This design comes from an exercise in tuning for small area on the open sky130 flow, not from production work.
Only simulation tests tie the RTL to the original design; equivalence was not proved.
No activity file was given, so power comes from the tool's default toggle rates.

==> design.v <==
module ALU (	OpA,
		OpB,
		ALUOp,
		OpCode,
		ShiftA,
		ALUOut
	  );
input [31:0]	OpA;
input [31:0]	OpB;
input [5:0]	ALUOp;
input [5:0]	OpCode;
input [4:0]	ShiftA;
output [31:0]	ALUOut;
 reg [32:0]	Xout;
    always @(OpA or OpB or ALUOp or OpCode)
	    casex ({OpCode, ALUOp})
		    {6'h00,6'h20}  : Xout = OpA + OpB;
		    {6'h08,6'hxx} : Xout = OpA + OpB;
		    {6'h09,6'hxx}: Xout = {1'b0, OpA + OpB};
		    {6'h00,6'h21} : Xout = {1'b0, OpA + OpB};
		    {6'h00,6'h24}  : Xout = {1'b0, OpA & OpB};
		    {6'h0C,6'hxx} : Xout = {1'b0, OpA & OpB};
		    {6'h23,6'hxx}   : Xout = OpA + OpB;
		    {6'h00,6'h27}  : Xout = {1'b0, ~(OpA | OpB)};
		    {6'h00,6'h25}   : Xout = {1'b0,  (OpA | OpB)};
		    {6'h0D,6'hxx}  : Xout = {1'b0,  (OpA | OpB)};
		    {6'h00,6'h2A}  : Xout = (OpA < OpB) ? 32'h1 : 32'h0;
		    {6'h0A,6'hxx} : Xout = (OpA < OpB) ? 32'h1 : 32'h0;
		    {6'h0B,6'hxx}: Xout = (OpA < OpB) ? 32'h1 : 32'h0;
		    {6'h00,6'h2B} : Xout = (OpA < OpB) ? 32'h1 : 32'h0;
		    {6'h00,6'h00}  : Xout = OpA << ShiftA;
		    {6'h00,6'h02}  : Xout = OpA >> ShiftA;
		    {6'h2B,6'hxx}   : Xout = OpA + OpB;
		    {6'h00,6'h22}  : Xout = OpA - OpB;
		    {6'h00,6'h23} : Xout = {1'b0, (OpA - OpB)};
		    {6'h0F,6'hxx}  : Xout = {OpB[15:0],16'b0};
		   default: Xout = {1'b0,OpB}; 
	    endcase
 assign ALUOut = Xout[31:0];
endmodule
module branch_unit (
		RFOutA,
		RFOutB,
		id_ALUOut,
		ex_ALUOut,
		wr_Data,
		OpCode,
		ALUOp,
		ex_MemRd,
		ex_RegDest,
		id_RegDest,
		wr_RegDest,
		ex_RegWriteSel,
		id_RegWriteSel,
		wr_RegWriteSel,
		RS,
		RT,
		if_PCSrcSel,      
 		BranchInstr,
		JumpRegInstr,
		JumpLnkInstr,
		JBInstr,
		BranchTaken
		);
input [31:0]	RFOutA;
input [31:0]	RFOutB;
input [31:0]	id_ALUOut;
input [31:0]	ex_ALUOut;
input [31:0]	wr_Data;
input [5:0]	OpCode;
input [5:0]	ALUOp;
input		ex_MemRd;
input [4:0]	ex_RegDest;
input [4:0]	id_RegDest;
input [4:0]	wr_RegDest;
input		ex_RegWriteSel;
input		id_RegWriteSel;
input		wr_RegWriteSel;
input [4:0]	RS;
input [4:0]	RT;
output [2:0]	if_PCSrcSel;   
output		BranchInstr;
output		JumpRegInstr;  		
output          JumpLnkInstr;
output		JBInstr;
output          BranchTaken;
wire [1:0]	BForwardA;
wire [1:0]	BForwardB;
reg [31:0]	BRFOutA;
reg [31:0]	BRFOutB;
reg		CondTrue;
assign 	BranchInstr  = (OpCode == 6'h04) || (OpCode == 6'h05) || (OpCode == 6'h01 && RT==1) || (OpCode == 6'h07 && RT==0) || (OpCode == 6'h06 && RT==0) || (OpCode == 6'h01 && RT==0);
wire 	JumpInstr    = (OpCode == 6'h02);
assign 	JumpLnkInstr = (OpCode == 6'h03);
assign 	JumpRegInstr = (OpCode == 6'h00	 && ALUOp == 6'h8);
wire 	JInstr  = JumpInstr || JumpLnkInstr || JumpRegInstr;
assign	JBInstr = BranchInstr || JInstr;
wire  	RegDepInstr = BranchInstr || JumpRegInstr;
assign  BranchTaken = JBInstr && CondTrue;
 always @(RFOutA or id_ALUOut or ex_ALUOut or wr_Data or BForwardA)
	 case (BForwardA)
		 0: BRFOutA = RFOutA;
		 1: BRFOutA = id_ALUOut;
		 2: BRFOutA = ex_ALUOut;
		 3: BRFOutA = wr_Data;
	 endcase
  always @(RFOutB or id_ALUOut or ex_ALUOut or wr_Data or BForwardB)
	 case (BForwardB)
		 0: BRFOutB = RFOutB;
		 1: BRFOutB = id_ALUOut;
		 2: BRFOutB = ex_ALUOut;
		 3: BRFOutB = wr_Data;
	 endcase
 assign 
    BForwardA = (RegDepInstr && id_RegWriteSel && (id_RegDest == RS))              ? 1
              : (RegDepInstr && ex_RegWriteSel && (ex_RegDest == RS) && !ex_MemRd) ? 2
	      : (RegDepInstr && wr_RegWriteSel && (wr_RegDest == RS))              ? 3
		  							           : 0;
 assign 
    BForwardB = (RegDepInstr && id_RegWriteSel && (id_RegDest == RT))              ? 1
              : (RegDepInstr && ex_RegWriteSel && (ex_RegDest == RT) && !ex_MemRd) ? 2
	      : (RegDepInstr && wr_RegWriteSel && (wr_RegDest == RT))              ? 3
		  							           : 0;
 always @(OpCode or ALUOp or RT or BRFOutA or BRFOutB)
	case (OpCode)
	      6'h04  : CondTrue = (BRFOutA == BRFOutB); 
              6'h05  : CondTrue = (BRFOutA != BRFOutB);
	      6'h01 : begin
		       CondTrue = (BRFOutA >= 0) && RT == 1;  
		       CondTrue = (BRFOutA <  0) && RT == 0;  
	       	       end
              6'h07 : CondTrue = (BRFOutA >  0) && RT == 0;
              6'h06 : CondTrue = (BRFOutA <= 0) && RT == 0;
              6'h00   : CondTrue = ALUOp == 6'h08;
              6'h02  : CondTrue = 1;
              6'h03  : CondTrue = 1;
	      default: CondTrue = 0;
        endcase
 assign
	if_PCSrcSel = (BranchInstr  && CondTrue) ? 1
      		    : (JumpInstr    && CondTrue) ? 2
		    : (JumpLnkInstr && CondTrue) ? 2
	    	    : (JumpRegInstr && CondTrue) ? 3
					         : 0;	    
endmodule
module decode_stage (	clock, 
			reset,
		        if_instr,
			if_PC,
                        wr_RegWriteSel,
		        wr_Data,       
                        wr_RegDest,
			hz_clear,
			ex_MemRd,
			ex_RegDest,
			ex_RegWriteSel,
			id_ALUOut,
			ex_ALUOut,
	  		id_PC,
                        id_ALUOp,
			id_OpCode,
                        id_ALUSrcSel,
                        id_SHF,
                        id_RT,
                        id_RS,
                        id_RD,
                        id_RegDestSel,
			id_MemRegSel,
                        id_RegWriteSel,
			id_RFOutA,
			id_RFOutB,
			id_SignExtImm,
			id_ZeroExtImm,
			id_MemRd,
			id_MemWr,
			if_RFOutA,
			if_PCSrcSel,
			stall
		        );
input		clock;
input		reset;
input  [31:0]	if_instr;
input  [31:0]	if_PC;
input  		wr_RegWriteSel;
input  [31:0]	wr_Data;
input  [4:0]	wr_RegDest;   
input		hz_clear;
input  [4:0]	ex_RegDest;
input		ex_MemRd;
input  [31:0]	id_ALUOut;
input  [31:0]	ex_ALUOut;
input		ex_RegWriteSel;
output [31:0]	id_PC;
output [5:0]	id_ALUOp;
output [5:0]	id_OpCode;
output [1:0]	id_ALUSrcSel;
output [4:0]	id_SHF;
output [4:0]	id_RT;
output [4:0]	id_RS;
output [4:0]	id_RD;
output		id_RegDestSel;
output		id_MemRegSel;
output		id_RegWriteSel;
output [31:0]	id_RFOutA;
output [31:0]	id_RFOutB;
output [31:0]	id_SignExtImm;
output [31:0]	id_ZeroExtImm;
output 		id_MemWr;
output		id_MemRd;
output [31:0]	if_RFOutA;
output [2:0]	if_PCSrcSel;
output		stall;
integer		i,j;
reg 		RFormat;
reg		JFormat;
reg		FFormat;
reg		IFormat;
reg		MemRd;
reg		MemWr;
reg [ 5:0]	id_ALUOp     ;
reg [ 4:0]	id_SHF       ;
reg [ 4:0]	id_RD        ;
reg [ 4:0]	id_RT        ;
reg [ 4:0]	id_RS        ;
reg [ 5:0]	id_OpCode    ;
reg 		id_RegDestSel;
reg [ 4:0] 	id_RegDest   ;
reg [ 1:0] 	id_ALUSrcSel ;
reg 		id_MemRegSel ;
reg 		id_RegWriteSel;
reg [31:0]	id_RFOutA    ;
reg [31:0]	id_RFOutB    ;
reg [31:0]	id_PC	     ;
reg 		id_MemRd     ;
reg		id_MemWr     ;
reg [31:0]	id_SignExtImm;
reg [31:0]	id_ZeroExtImm;
reg [1:0]	ALUSrcSel    ;
reg [31:0]	SignExtImm   ;
reg             BranchTaken_q;
reg             clear_q      ;
reg [31:0]	rf_mem[0:31] ;
wire[31:0]      rf_zero = rf_mem[00];
wire[31:0]      rf_at   = rf_mem[01];
wire[31:0]      rf_v0   = rf_mem[02];
wire[31:0]      rf_v1   = rf_mem[03];
wire[31:0]      rf_a0   = rf_mem[04];
wire[31:0]      rf_a1   = rf_mem[05];
wire[31:0]      rf_a2   = rf_mem[06];
wire[31:0]      rf_a3   = rf_mem[07];
wire[31:0]      rf_t0   = rf_mem[08];
wire[31:0]      rf_t1   = rf_mem[09];
wire[31:0]      rf_t2   = rf_mem[10];
wire[31:0]      rf_t3   = rf_mem[11];
wire[31:0]      rf_t4   = rf_mem[12];
wire[31:0]      rf_t5   = rf_mem[13];
wire[31:0]      rf_t6   = rf_mem[14];
wire[31:0]      rf_t7   = rf_mem[15];
wire[31:0]      rf_s0   = rf_mem[16];
wire[31:0]      rf_s1   = rf_mem[17];
wire[31:0]      rf_s2   = rf_mem[18];
wire[31:0]      rf_s3   = rf_mem[19];
wire[31:0]      rf_s4   = rf_mem[20];
wire[31:0]      rf_s5   = rf_mem[21];
wire[31:0]      rf_s6   = rf_mem[22];
wire[31:0]      rf_s7   = rf_mem[23];
wire[31:0]      rf_t8   = rf_mem[24];
wire[31:0]      rf_t9   = rf_mem[25];
wire[31:0]      rf_k0   = rf_mem[26];
wire[31:0]      rf_k1   = rf_mem[27];
wire[31:0]      rf_gp   = rf_mem[28];
wire[31:0]      rf_sp   = rf_mem[29];
wire[31:0]      rf_fp   = rf_mem[30];
wire[31:0]      rf_ra   = rf_mem[31];
wire[31:0]	RFOutA;
wire[31:0]	RFOutB;
wire 		LwForwardRS;
wire		LwForwardRT;
wire		stall1;
wire		stall2;
wire            stall3;
wire 		BranchInstr;
wire 		JumpRegInstr;
wire            JumpLnkInstr;
wire		JInstr;
wire            BranchTaken;
wire [5:0]	ALUOp    = if_instr[5:0]  ;
wire [4:0]	SHF      = if_instr[10:6] ;
wire [4:0]	RD       = if_instr[15:11];
wire [4:0]	RT       = (JumpLnkInstr) ? 31 : if_instr[20:16];
wire [4:0] 	RS       = if_instr[25:21];
wire [5:0]	OpCode   = if_instr[31:26];
wire [15:0]	Imm      = if_instr[15:0] ;
wire 		RegDestSel = RFormat;
wire		MemRegSel  = MemRd;
assign		if_RFOutA = RFOutA;
wire [31:0]	ZeroExtImm = {16'b0,Imm[15:0]};
 always @(Imm)
 	begin
	SignExtImm[15:0] = Imm[15:0];
	for (j=16;j<=31;j=j+1)
	     SignExtImm[j] = Imm[15];
     	end
  always @(OpCode)
	  begin
	  RFormat = 0;
	  JFormat = 0;
	  FFormat = 0;
	  IFormat = 0;
	  casex (OpCode)
		  6'b00_0000: RFormat = 1;
		  6'b00_001x: JFormat = 1;
		  6'b01_00xx: FFormat = 1;
		  default   : IFormat = 1;
	  endcase
	  end
 always @(IFormat or RFormat or ALUOp or OpCode)
	 if (IFormat)
		 case (OpCode)
			 6'h0C,
			 6'h0D,
			 6'h0f : ALUSrcSel = 2'b10;
		      default : ALUSrcSel = 2'b01;
		 endcase
	else
		ALUSrcSel = 2'b00;
 always @(OpCode)
	case (OpCode)
		6'h24,
		6'h25,
		6'h23 : begin
		      MemRd = 1;
		      MemWr = 0;
	      	      end
		6'h28,
		6'h29,
		6'h2B : begin
		      MemWr = 1;
		      MemRd = 0;
	              end
	     default: begin
		      MemRd = 0;
		      MemWr = 0;
	      	      end
	endcase
 branch_unit branch (
		.RFOutA		(RFOutA),
		.RFOutB		(RFOutB),
		.id_ALUOut	(id_ALUOut),
		.ex_ALUOut	(ex_ALUOut),
		.wr_Data	(wr_Data),
		.OpCode		(OpCode),
		.ALUOp		(ALUOp),
		.ex_MemRd	(ex_MemRd),
		.ex_RegDest	(ex_RegDest),
		.id_RegDest	(id_RegDest),
		.wr_RegDest	(wr_RegDest),
		.ex_RegWriteSel (ex_RegWriteSel),
		.id_RegWriteSel (id_RegWriteSel),
		.wr_RegWriteSel (wr_RegWriteSel),
		.RS		(RS),
		.RT		(RT),
		.if_PCSrcSel	(if_PCSrcSel),
		.JBInstr	(JBInstr),
		.BranchInstr  	(BranchInstr),
		.JumpRegInstr	(JumpRegInstr),
		.JumpLnkInstr   (JumpLnkInstr),
		.BranchTaken    (BranchTaken)
		);
wire 	RegWriteEn = !(MemWr || JBInstr) || JumpLnkInstr; 
wire [4:0]  RegDest =  (RegDestSel)  ? RD : RT;
 always @(posedge clock)
	if (reset)
	    for (i=0;i<=31;i=i+1)
		    rf_mem[i] = 0;
	else
	   if (wr_RegWriteSel)
	       rf_mem[wr_RegDest] = wr_Data;
 assign       
	 RFOutA = (LwForwardRS) ? wr_Data : rf_mem[RS],
 	 RFOutB = (JumpLnkInstr) ? if_PC + 4
	        : (LwForwardRT)  ? wr_Data 
		                 : rf_mem[RT];
 assign
 	stall1 = id_MemRd && (id_RT == RS || id_RT == RT),
	stall2 =    ex_MemRd
       		&& (BranchInstr || JumpRegInstr)	
		&& (ex_RegDest == RS || ex_RegDest == RT),
	stall  = stall1 || stall2;
 assign
       	LwForwardRS = (wr_RegDest == RS) && wr_RegWriteSel,
       	LwForwardRT = (wr_RegDest == RT) && wr_RegWriteSel;
 wire	clear = BranchTaken && !BranchTaken_q;
 always @(posedge clock)
       if (reset)
          begin
          id_ALUOp     <= 0;
          id_SHF       <= 0;
          id_RD        <= 0;
          id_RT        <= 0;
          id_RS        <= 0;
          id_OpCode    <= 0;
          id_RegDestSel<= 0;
          id_ALUSrcSel <= 0;
          id_MemRegSel <= 0;
          id_RegWriteSel<= 0;
	  id_RFOutA    <= 0;
	  id_RFOutB    <= 0;
          id_PC        <= 0;
	  id_SignExtImm<= 0;
	  id_ZeroExtImm<= 0;
	  id_MemWr     <= 0;
	  id_MemRd     <= 0;
	  id_RegDest   <= 0;
          end
       else
	  begin
	  id_PC <= if_PC;
	  BranchTaken_q <= BranchTaken;
	  clear_q <= clear;
          if (hz_clear || stall)  
	     begin
             id_ALUOp     <= 0;
             id_SHF       <= 0;
             id_RD        <= 0;
             id_RT        <= 0;
             id_RS        <= 0;
             id_OpCode    <= 0;
             id_RegDestSel<= 0;
             id_ALUSrcSel <= 0;
             id_MemRegSel <= 0;
             id_RegWriteSel<= 0;
	     id_RFOutA    <= 0;
	     id_RFOutB    <= 0;
             id_SignExtImm<= 0;
	     id_ZeroExtImm<= 0;
	     id_MemWr     <= 0;
	     id_MemRd     <= 0;
	     id_RegDest   <= 0;
             end
	  else
	     begin
             id_ALUOp     <= ALUOp;
             id_SHF       <= SHF;
             id_RD        <= RD;
             id_RT        <= RT;
             id_RS        <= RS;
             id_OpCode    <= OpCode;
             id_RegDestSel<= RegDestSel;
             id_ALUSrcSel <= ALUSrcSel;
             id_MemRegSel <= MemRegSel;
             id_RegWriteSel<= RegWriteEn;
	     id_RFOutA    <= RFOutA;
	     id_RFOutB    <= RFOutB;
	     id_SignExtImm<= SignExtImm;
             id_ZeroExtImm<= ZeroExtImm;
	     id_MemWr     <= MemWr;
	     id_MemRd     <= MemRd;
	     id_RegDest   <= RegDest;
	     end
          end
endmodule       
module execute_stage (	clock, 
			reset, 
                        id_ALUOp,
			id_OpCode,
                        id_ALUSrcSel,
                        id_SHF,
                        id_RT,
                        id_RS,
                        id_RD,
                        id_RegDestSel,
			id_MemRegSel,
                        id_RegWriteSel,
			id_RFOutA,
			id_RFOutB,
			id_SignExtImm,
			id_ZeroExtImm,
			id_MemRd,
			id_MemWr,
			me_Data,
			wr_Data,
			me_RegDest,
			me_RegWriteSel,
			ex_MemWr,
                        ex_MemRd,
                        ex_ALUOut,
                        id_ALUOut,
                        ex_OpB_pre,
                        ex_RegDest,
                        ex_MemRegSel,
                        ex_RegWriteSel
		     );
input		clock;
input		reset;
input [5:0]	id_ALUOp;
input [5:0]	id_OpCode;
input [1:0] 	id_ALUSrcSel;
input [4:0]	id_SHF;
input [4:0]	id_RT;
input [4:0]	id_RS;
input [4:0]	id_RD;
input		id_RegDestSel;
input		id_MemRegSel;
input		id_RegWriteSel;
input [31:0]	id_RFOutA;
input [31:0]	id_RFOutB;
input [31:0]	id_SignExtImm;
input [31:0]	id_ZeroExtImm;
input [31:0]	me_Data;
input [31:0]	wr_Data;
input [4:0]	me_RegDest;
input		me_RegWriteSel;
input		id_MemWr;
input		id_MemRd;
output 		ex_MemWr;
output 		ex_MemRd;
output [31:0]	ex_ALUOut;
output [31:0]	id_ALUOut;
output [31:0]	ex_OpB_pre;
output [4:0]	ex_RegDest;
output 		ex_MemRegSel;
output 		ex_RegWriteSel;
reg  [31:0]	OpA;
reg  [31:0]	OpB;
reg  [31:0]	OpB_pre;
reg		ex_MemWr;
reg		ex_MemRd;
reg  [31:0]	ex_ALUOut;
reg  [31:0]	ex_OpB_pre;
reg  [4:0]	ex_RegDest;
reg		ex_MemRegSel;
reg		ex_RegWriteSel;
wire [31:0]	ALUOut;
wire [1:0]      ForwardA;
wire [1:0]      ForwardB;
assign		id_ALUOut = ALUOut;
 always @(ForwardA or ex_ALUOut or wr_Data or id_RFOutA)
	 case (ForwardA)
		2'b00: OpA = id_RFOutA;
	        2'b01: OpA = ex_ALUOut;
		2'b10: OpA = wr_Data;
	      default: OpA = id_RFOutA;
        endcase
 always @(ForwardB or ex_ALUOut or wr_Data or id_RFOutB)
 	case (ForwardB)
       		2'b00: OpB_pre = id_RFOutB;
		2'b01: OpB_pre = ex_ALUOut;
		2'b10: OpB_pre = wr_Data;
	     default : OpB_pre = id_RFOutB;
         endcase
 always @(id_ALUSrcSel or OpB_pre or id_SignExtImm or id_ZeroExtImm)
	 case(id_ALUSrcSel)
		 2'b00: OpB = OpB_pre;
		 2'b01: OpB = id_SignExtImm;
		 2'b10: OpB = id_ZeroExtImm;
	     default  : OpB = OpB_pre;
          endcase
 ALU ALU (
	 .OpA	(OpA),
	 .OpB	(OpB),
	 .ALUOp (id_ALUOp),
	 .OpCode(id_OpCode),
	 .ShiftA(id_SHF),
	 .ALUOut(ALUOut)
 	 );
wire [4:0]  RegDest = (id_RegDestSel) ? id_RD : id_RT;
 assign ForwardA = (ex_RegWriteSel && (ex_RegDest == id_RS))   ? 2'b01
                 : (ex_RegWriteSel && (ex_RegDest == RegDest)) ? 2'b01
 		 : (me_RegWriteSel && (me_RegDest == id_RS))   ? 2'b10
		                                               : 2'b00;
 assign ForwardB = (ex_RegWriteSel && (ex_RegDest == id_RT)) ? 2'b01
 		 : (me_RegWriteSel && (me_RegDest == id_RT)) ? 2'b10
		                                             : 2'b00;
 always @(posedge clock)
	 if (reset)
	     begin
	     ex_MemWr       <= 0;
	     ex_MemRd       <= 0;
	     ex_ALUOut      <= 0;
	     ex_OpB_pre     <= 0;
	     ex_RegDest     <= 0;
	     ex_MemRegSel   <= 0;
	     ex_RegWriteSel <= 0;
             end
	 else
 	     begin
 	     ex_MemWr       <= id_MemWr;
	     ex_MemRd       <= id_MemRd;
	     ex_ALUOut	    <= ALUOut;
	     ex_OpB_pre     <= OpB_pre;
	     ex_RegDest     <= RegDest;
	     ex_MemRegSel   <= id_MemRegSel;
	     ex_RegWriteSel <= id_RegWriteSel;
  	     end
endmodule       
module fetch_stage (	clock, 
			reset, 
			if_instr, 
			id_PC,
			if_PCSrcSel,
			if_RFOutA,
			stall,
			if_PC);
input		clock;
input		reset;
input  [31:0]	if_instr;
input  [31:0]	id_PC;
input  [2:0]	if_PCSrcSel;
input  [31:0]	if_RFOutA;
input		stall;
output [31:0]	if_PC;
integer i;
reg  [31:0]	PCMuxOut;
reg  [31:0]	PCReg;
reg  [31:0]	BranchAddr;
reg  [31:0]	AddrSignExtend;
wire [15:0] 	ImmAddr     = if_instr[15:0];
wire [25:0]	JAddr       = if_instr[25:0];
wire [31:0] 	JumpAddr    = {id_PC[31:28],JAddr,2'b00};
assign		if_PC       = PCReg;
 always @(id_PC or ImmAddr)
 	 begin
	 AddrSignExtend[17:0] = {ImmAddr,2'b00};
	 for (i=18;i<=31;i=i+1)
		 AddrSignExtend[i] = ImmAddr[15];
	 BranchAddr = id_PC + 4 + AddrSignExtend;
 	 end
 always @(if_PCSrcSel or  BranchAddr or JumpAddr or PCReg or if_RFOutA)
	  case (if_PCSrcSel)
 		  2'b00: PCMuxOut = PCReg + 4;
		  2'b01: PCMuxOut = BranchAddr;
		  2'b10: PCMuxOut = JumpAddr;
		  3'b11: PCMuxOut = if_RFOutA;
		default: PCMuxOut = PCReg;
	  endcase
 always @(posedge clock)
	if (reset)
	    PCReg <= 0;
	else
	   if (!stall)
	       PCReg <= PCMuxOut;
endmodule       
module memory_stage (	 
		clock,
		reset,
		ex_MemWr,
		ex_MemRd,
		ex_ALUOut,
		ex_OpB_pre,
		ex_RegDest,
		ex_MemRegSel,
		ex_RegWriteSel,
		me_ExtMemAddr,
		me_ExtMemWrData,
		me_ExtMemWrEn,
		me_ExtMemRdEn,
		me_MemRegSel,
		me_RegWriteSel,
		me_RegDest,
		me_ByData        
		);
input  		clock;
input  		reset;
input  		ex_MemWr;
input  		ex_MemRd;
input  [31:0]	ex_ALUOut;
input  [31:0]	ex_OpB_pre;
input  [4:0]	ex_RegDest;
input  		ex_MemRegSel;
input		ex_RegWriteSel;
output [31:0]	me_ExtMemAddr;
output [31:0]	me_ExtMemWrData;
output 		me_ExtMemWrEn;
output 		me_ExtMemRdEn;
output 		me_MemRegSel;
output 		me_RegWriteSel;
output [4:0]	me_RegDest;
output [31:0]	me_ByData;
reg 		me_MemRegSel;
reg 		me_RegWriteSel;
reg [4:0]	me_RegDest;
reg [31:0]	me_ByData;
assign		me_ExtMemAddr   = ex_ALUOut;
assign 		me_ExtMemWrData = ex_OpB_pre;
assign		me_ExtMemWrEn   = ex_MemWr;
assign		me_ExtMemRdEn   = ex_MemRd;
 always @(posedge clock)
	 if (reset)
	    begin
	    me_MemRegSel    <= 0;
            me_RegWriteSel  <= 0;
            me_RegDest      <= 0;
	    me_ByData       <= 0;            
  	    end
	 else
	    begin
	    me_MemRegSel    <= ex_MemRegSel;
            me_RegWriteSel  <= ex_RegWriteSel;
            me_RegDest      <= ex_RegDest;
            me_ByData       <= ex_ALUOut; 
	    end
endmodule       
module wback_stage (	 
		me_ExtMemRdData,
		me_MemRegSel,
		me_RegWriteSel,
		me_RegDest,
		me_ByData,
		wr_RegDest,
		wr_Data,
		wr_RegWriteSel	
		);
input  [31:0]	me_ExtMemRdData;
input 		me_MemRegSel;
input 		me_RegWriteSel;
input  [4:0]	me_RegDest;
input  [31:0]	me_ByData;
output [4:0]	wr_RegDest;
output [31:0]	wr_Data;
output 		wr_RegWriteSel;
 assign	  wr_Data = (me_MemRegSel) ? me_ExtMemRdData
 				   : me_ByData;
 assign   wr_RegDest     = me_RegDest;
 assign   wr_RegWriteSel = me_RegWriteSel;
endmodule       
module mips_top (	
		clock, 
		reset,
		instr_data,
		me_ExtMemRdData,
		instr_addr,
		instr_en,
		me_ExtMemWrData,
		me_ExtMemAddr,
		me_ExtMemWrEn,
		me_ExtMemRdEn
	    );
input 		clock;
input		reset;
input  [31:0]	instr_data;
input  [31:0]	me_ExtMemRdData;
output [31:0]	instr_addr;
output		instr_en;
output		me_ExtMemWrEn;
output		me_ExtMemRdEn;
output [31:0]	me_ExtMemWrData;
output [31:0]	me_ExtMemAddr;
wire		clock;
wire		reset;
wire  [31:0]	if_instr = instr_data;
wire  [31:0]	if_PC;
wire  [2:0]	if_PCSrcSel;
wire  [31:0]	if_RFOutA;
wire [31:0]	id_PC;
wire [5:0]	id_ALUOp;
wire [5:0]	id_OpCode;
wire [1:0]	id_ALUSrcSel;
wire [4:0]	id_SHF;
wire [4:0]	id_RT;
wire [4:0]	id_RS;
wire [4:0]	id_RD;
wire		id_RegDestSel;
wire		id_MemRegSel;
wire		id_RegWriteSel;
wire [31:0]	id_RFOutA;
wire [31:0]	id_RFOutB;
wire [31:0]	id_SignExtImm;
wire [31:0]	id_ZeroExtImm;
wire		ex_MemWr;      
wire 		ex_MemRd;      
wire  [31:0]	ex_ALUOut;     
wire  [31:0]	id_ALUOut;     
wire  [31:0]	ex_OpB_pre;    
wire  [4:0]	ex_RegDest;   
wire 		ex_MemRegSel;  
wire 		ex_RegWriteSel;
wire  [31:0]	me_Data = me_ExtMemAddr;
wire 		me_MemRegSel;
wire 		me_RegWriteSel;
wire  [4:0]	me_RegDest;
wire  [31:0]	me_ByData;
wire  		wr_RegWriteSel;
wire  [31:0]	wr_Data;
wire  [4:0]	wr_RegDest;
wire		hz_clear = 0;
wire 		stall;
assign          instr_addr = if_PC;
assign          instr_en   = !stall;
 fetch_stage fetch_stage (
	 	.clock 		(clock		),
		.reset 		(reset		),
		.if_instr 	(if_instr	),
		.id_PC 		(id_PC		),
		.if_PCSrcSel	(if_PCSrcSel	),
		.if_RFOutA      (if_RFOutA      ),
		.stall		(stall	        ),
		.if_PC		(if_PC		)
		);
 decode_stage decode_stage (
		.clock		(clock	       ), 
		.reset		(reset	       ),
		.if_instr	(if_instr      ),
		.if_PC		(if_PC	       ),
                .wr_RegWriteSel (wr_RegWriteSel),
		.wr_Data	(wr_Data       ),       
                .wr_RegDest	(wr_RegDest    ),
		.hz_clear	(hz_clear      ),
		.ex_MemRd 	(ex_MemRd      ),
		.ex_RegDest	(ex_RegDest    ),
		.ex_RegWriteSel (ex_RegWriteSel),
		.ex_ALUOut	(ex_ALUOut     ),
		.id_ALUOut	(id_ALUOut     ),
	  	.id_PC		(id_PC	       ),
                .id_ALUOp	(id_ALUOp      ),
		.id_OpCode	(id_OpCode     ),
                .id_ALUSrcSel	(id_ALUSrcSel  ),
                .id_SHF		(id_SHF	       ),
                .id_RT		(id_RT	       ),
                .id_RS		(id_RS	       ),
                .id_RD		(id_RD	       ),
                .id_RegDestSel	(id_RegDestSel ),
		.id_MemRegSel	(id_MemRegSel  ),
                .id_RegWriteSel (id_RegWriteSel),
		.id_RFOutA      (id_RFOutA     ),
		.id_RFOutB      (id_RFOutB     ),
		.id_SignExtImm  (id_SignExtImm ),
		.id_ZeroExtImm  (id_ZeroExtImm ),
		.id_MemWr	(id_MemWr      ),
		.id_MemRd	(id_MemRd      ),
		.if_PCSrcSel    (if_PCSrcSel   ),
		.if_RFOutA      (if_RFOutA     ),
		.stall		(stall	       )
		);	 	
execute_stage execute_stage (	
		.clock		(clock	       ), 
		.reset		(reset	       ), 
                .id_ALUOp	(id_ALUOp      ),
		.id_OpCode	(id_OpCode     ),
                .id_ALUSrcSel	(id_ALUSrcSel  ),
                .id_SHF		(id_SHF	       ),
                .id_RT		(id_RT	       ),
                .id_RS		(id_RS	       ),
                .id_RD		(id_RD	       ),
                .id_RegDestSel	(id_RegDestSel ),
		.id_MemRegSel	(id_MemRegSel  ),
                .id_RegWriteSel	(id_RegWriteSel),
		.id_RFOutA	(id_RFOutA     ),
		.id_RFOutB	(id_RFOutB     ),
		.id_SignExtImm	(id_SignExtImm ),
		.id_ZeroExtImm	(id_ZeroExtImm ),
		.id_MemRd	(id_MemRd      ),
		.id_MemWr	(id_MemWr      ),
		.me_Data	(me_Data       ),
		.wr_Data	(wr_Data       ),
		.me_RegDest	(me_RegDest    ),
		.me_RegWriteSel (me_RegWriteSel),
		.ex_MemWr	(ex_MemWr      ),
                .ex_MemRd	(ex_MemRd      ),
                .ex_ALUOut	(ex_ALUOut     ),
		.id_ALUOut	(id_ALUOut     ),
                .ex_OpB_pre	(ex_OpB_pre    ),
                .ex_RegDest	(ex_RegDest    ),
                .ex_MemRegSel	(ex_MemRegSel  ),
                .ex_RegWriteSel (ex_RegWriteSel)
		);
memory_stage memory_stage (
		.clock		(clock		),
		.reset		(reset		),
		.ex_MemWr	(ex_MemWr	),
		.ex_MemRd	(ex_MemRd	),
		.ex_ALUOut	(ex_ALUOut	),
		.ex_OpB_pre	(ex_OpB_pre	),
		.ex_RegDest	(ex_RegDest	),
		.ex_MemRegSel   (ex_MemRegSel	),
		.ex_RegWriteSel (ex_RegWriteSel ),
		.me_ExtMemAddr	(me_ExtMemAddr	),
		.me_ExtMemWrData(me_ExtMemWrData),
		.me_ExtMemWrEn	(me_ExtMemWrEn	),
		.me_ExtMemRdEn	(me_ExtMemRdEn	),
		.me_MemRegSel   (me_MemRegSel   ),
		.me_RegWriteSel (me_RegWriteSel ),
		.me_RegDest     (me_RegDest     ),
		.me_ByData      (me_ByData      )
		);
wback_stage wback_stage (
		.me_ExtMemRdData(me_ExtMemRdData),
		.me_MemRegSel   (me_MemRegSel   ),
		.me_RegWriteSel (me_RegWriteSel ),
		.me_RegDest     (me_RegDest     ),
		.me_ByData	(me_ByData	),
		.wr_RegDest	(wr_RegDest	),
		.wr_Data	(wr_Data	),
		.wr_RegWriteSel (wr_RegWriteSel )
		);
endmodule       
==> run.sh <==
#!/bin/bash
# synth_recipe.tcl (not shown) runs the flow's synth.tcl, then flattens the netlist and writes it again
# the make line also repeats each setting of config.mk as NAME=value (left out here)
make -C /OpenROAD-flow-scripts/flow DESIGN_CONFIG=/design/flow/config.mk WORK_HOME=/design/flow/orfs CLKGATE_MAP_FILE= SYNTH_SCRIPT=/design/flow/synth_recipe.tcl finish
==> config.mk <==
export PLATFORM = sky130hd
export DESIGN_NAME = mips_top
export DESIGN_NICKNAME = mips_top
export VERILOG_FILES = /design/flow/design.v
export SDC_FILE = /design/flow/constraint.sdc
export NUM_CORES = 4
export LEC_CHECK = 0
export CAP_MARGIN = 20
export CORE_MARGIN = 2
export CORE_UTILIZATION = 30
export PLACE_DENSITY = 0.5
export SLEW_MARGIN = 20
==> constraint.sdc <==
create_clock -name core_clock -period 12.0 [get_ports {clock}]
set_input_delay 2.4000 -clock core_clock [delete_from_list [all_inputs] [get_ports {clock}]]
set_output_delay 2.4000 -clock core_clock [all_outputs]
set_load 0.01 [all_outputs]
==> results.sh <==
export IMPL_vdd_drop_max_mv=0.104
export IMPL_hold_class="reg -> reg"
export IMPL_synthTopCellsByArea="edfxtp_1 37%, mux4_2 9.7%, nor2_1 6.9%"
export IMPL_synth_top_area_share=0.365
export IMPL_drive_above_1_share=0.174
export IMPL_synth_warnings=9
export IMPL_wl_um=527000
export IMPL_final_core_util=0.347
export IMPL_cp_max_fo=20
export IMPL_clockBufferDepth=4
export IMPL_mostFrequentLayoutCells="1538 x nor2_1, 1024 x edfxtp_1, 454 x nand2_1"
export IMPL_synth_flop_cell="edfxtp_1"
export IMPL_hold_viol=0
export IMPL_final_period_utilization=0.931
export IMPL_cp_start_kind="flop"
export IMPL_grt_max_degree=118
export IMPL_p_comb_frac=0.235
export IMPL_seq_area_frac_synth=0.432
export IMPL_powerDensity_nw_per_um2=138
export IMPL_overflow=0
export IMPL_fmax_mhz=89.5
export IMPL_cts_setup_buffers=0
export IMPL_slowest_delay_ns=1.03
export IMPL_start_util=0.301
export IMPL_clk_pin_slew_ns=0.06
export IMPL_htreeDepth=4
export IMPL_finClkSkew_ns=0.0974
export IMPL_syn2layout_area_growth_pct=15.2
export IMPL_netlist_area_um2=84200
export IMPL_finalSetupTns_ns=0
export IMPL_rows=194
export IMPL_first_iter_violations=13911
export IMPL_power_leakage_uw=0.0336
export IMPL_gp_congestion=1.05
export IMPL_clkLatencyLatePin_ns=0.92
export IMPL_worst_pin_slew_ns=1.29
export IMPL_p_sw_frac=0.342
export IMPL_cts_resized=0
export IMPL_n_fill_cell=27986
export IMPL_ys_async_sr_fraction=0
export IMPL_vias=79955
export IMPL_coreArea_um2=279000
export IMPL_wl_per_cell_um=43.3
export IMPL_pwr_share_seq=0.391
export IMPL_die_area_um2=285000
export IMPL_worst_ep_required_time_ns=12.69
export IMPL_relSlewSlack=0.135
export IMPL_dieHeight_um=534
export IMPL_grt_pass1_vias=75383
export IMPL_criticalPathCategory="reg -> reg"
export IMPL_multiInputGateArea_um2=44900
export IMPL_clock_sinks=1306
export IMPL_final_common_cell="nor2_1"
export IMPL_cts_inserted_buffers=163
export IMPL_ys_ff_latch=1306
export IMPL_track_usage=0.357
export IMPL_postSynthCellCount=8350
export IMPL_place_detailed_hpwl_um=371000
export IMPL_min_period_ns=11.17
export IMPL_p_int_uw=8830
export IMPL_cts_tree="yes"
export IMPL_ctsHoldBuffers=0
export IMPL_synth_fp_nets=8581
export IMPL_slowest_stage="xnor2_1"
export IMPL_yosysTopAreaCell="edfxtp_1"
export IMPL_synth_cell_types=110
export IMPL_io_pins=165
export IMPL_ff_latch_area_um2=36400
export IMPL_via_per_inst=6.57
export IMPL_place_port_buffers=164
export IMPL_rsz0062_at_grt="false"
export IMPL_fin_nets=8545
export IMPL_antenna_found_initial=47
export IMPL_status="complete, no violations"
export IMPL_avgSynthCellArea_um2=10.1
export IMPL_end_kind="flop"
export IMPL_cap_violations=0
export IMPL_clockRootBuffer="clkbuf_16"
export IMPL_dieWidth_um=534
export IMPL_p_switching_uw=4580
export IMPL_grt_pass1_wl_um=699000
export IMPL_cp_arrival_ns=11.86
export IMPL_drcViolationCount=0
export IMPL_synth_edf_count=1024
export IMPL_setup_violations=0
export IMPL_dr_pass1_iters=10
export IMPL_p_clk_frac=0.375
export IMPL_ant_nets=0
export IMPL_final_max_slew_viol_count=0
[final cells by class]
type	instances	area share
clock buffers	199	0.0446
well taps	3724	0.0480
repair buffers	596	0.0531
clock inverters	83	0.00855
multi-input cells	6061	0.463
flip-flops and latches	1306	0.375
diodes	19	0.000490
inverters	186	0.00725
[sequential cells by signal, summed over array words and instances, names as in the netlist, 2 cells and up]
register,count
decode_stage.id_SignExtImm,16
decode_stage.rf_mem,1024
decode_stage.id_RFOutB,32
memory_stage.me_ByData,32
decode_stage.id_RegDest,5
execute_stage.ex_RegDest,5
execute_stage.ex_OpB_pre,32
decode_stage.id_ALUSrcSel,2
decode_stage.id_RFOutA,32
memory_stage.me_RegDest,5
decode_stage.id_PC,32
decode_stage.id_RT,5
decode_stage.id_OpCode,6
execute_stage.ex_ALUOut,32
fetch_stage.PCReg,32
decode_stage.id_RS,5
[Yosys cell counts (all sizes together), types with 125 or more instances]
cell type and count:
dfxtp 282, nand3 140, o21ai 330, edfxtp 1024, buf 274, mux2i 332
nor3 125, inv 185, clkbuf 523, nand2 488, nor2 1549, mux2 182
a21oi 374, mux4 362, ha 162, a221oi 129, nor2b 133
[worst max-delay path: cells and delay by family, from the launching register on]
family | cells | cell delay (ns)
and+or+nand+nor | 8 | 3.24
DFF | 1 | 0.53
buffers and inverters | 6 | 1.04
xor gates and xnor gates | 1 | 1.03
AOI/OAI and AO/OA | 16 | 4.47
adders and majority gates | 2 | 0.68
[cell families (layout without fill, tap and decap cells)]
family / count (synthesis) / after routing / synth area share
compound gates: 1979 / 1979 / 0.166
xor+xnor: 124 / 124 / 0.0129
fa+ha+maj: 165 / 165 / 0.0248
buf+inv: 983 / 1064 / 0.0479
flops: 1306 / 1306 / 0.432
mux: 876 / 876 / 0.161
other cells: 0 / 19 / 0
simple gates: 2917 / 2917 / 0.156
[stage by stage]
stage	setup slack (ns)	area, um^2	total power, uW	hold slack, ns	instances
3_5_place_dp	0.449	91800	8320	0.528	11872
5_1_grt	0.862	97000	13600	0.543	12165
4_1_cts	1.23	96900	13300	0.540	12154
3_3_place_gp	0.429	91700	8330	0.529	11869
2_1_floorplan	3.39	84200	6740	0.414	8350
6_report	0.833	97000	13400	0.555	12174
[worst paths after layout]
kind	startpoint	endpoint	slack [ns]	depth (start not counted)
worst min register to register	decode_stage.id_MemRegSel$_SDFF_PP0_	execute_stage.ex_MemRegSel$_SDFF_PP0_	0.55	1
worst max register to register	memory_stage.me_RegDest[0]$_SDFF_PP0_	fetch_stage.PCReg[19]$_SDFFE_PP0P_	0.83	33
worst max-delay path	memory_stage.me_RegDest[0]$_SDFF_PP0_	fetch_stage.PCReg[19]$_SDFFE_PP0P_	0.83	33
worst min-delay path	decode_stage.id_MemRegSel$_SDFF_PP0_	execute_stage.ex_MemRegSel$_SDFF_PP0_	0.55	1
[power by group through the flow]
stage / Clock [uW] / Sequential [uW] / Combinational (uW)
final: 5030 / 5240 / 3150
after detailed placement: 0 / 5320 / 3000
after CTS: 5040 / 5230 / 3010
after global routing: 5200 / 5250 / 3170
after floorplan: 0 / 5220 / 1520
after global placement: 0 / 5320 / 3020
[metal layers]
metal	GRT usage	wire length (um)	vias to the layer above
li1	-	-	31550
met1	0.455	198000	40533
met2	0.526	222000	6433
met3	0.103	64600	1409
met4	0.236	42100	30
met5	0	185	-

==> what the ideal ports hide <==
Ports are ideal in the flow. The routed layout listed here was re-timed in OpenROAD.
Step 1 (the two cells are an assumption about what drives the block):
set clk [get_ports {clock}]
set_driving_cell -lib_cell sky130_fd_sc_hd__clkbuf_16 $clk
set_driving_cell -lib_cell sky130_fd_sc_hd__buf_2 [delete_from_list [all_inputs] $clk]
Step 2 also shifts input and output timing later by t, the mid clock arrival at the registers, as if the neighbouring blocks saw the same clock.
a / b / c = ideal ports / drivers / drivers and shift; a / b = the first two.
t (ns): 0.943
setup WS [ns]: 0.833 / 0.833 / 0.028
worst setup path at the end: input to register
After both steps setup and hold are still met in this run. The setup slack of this run moves by 0.000 ns with the drivers and by -0.805 ns with both steps.
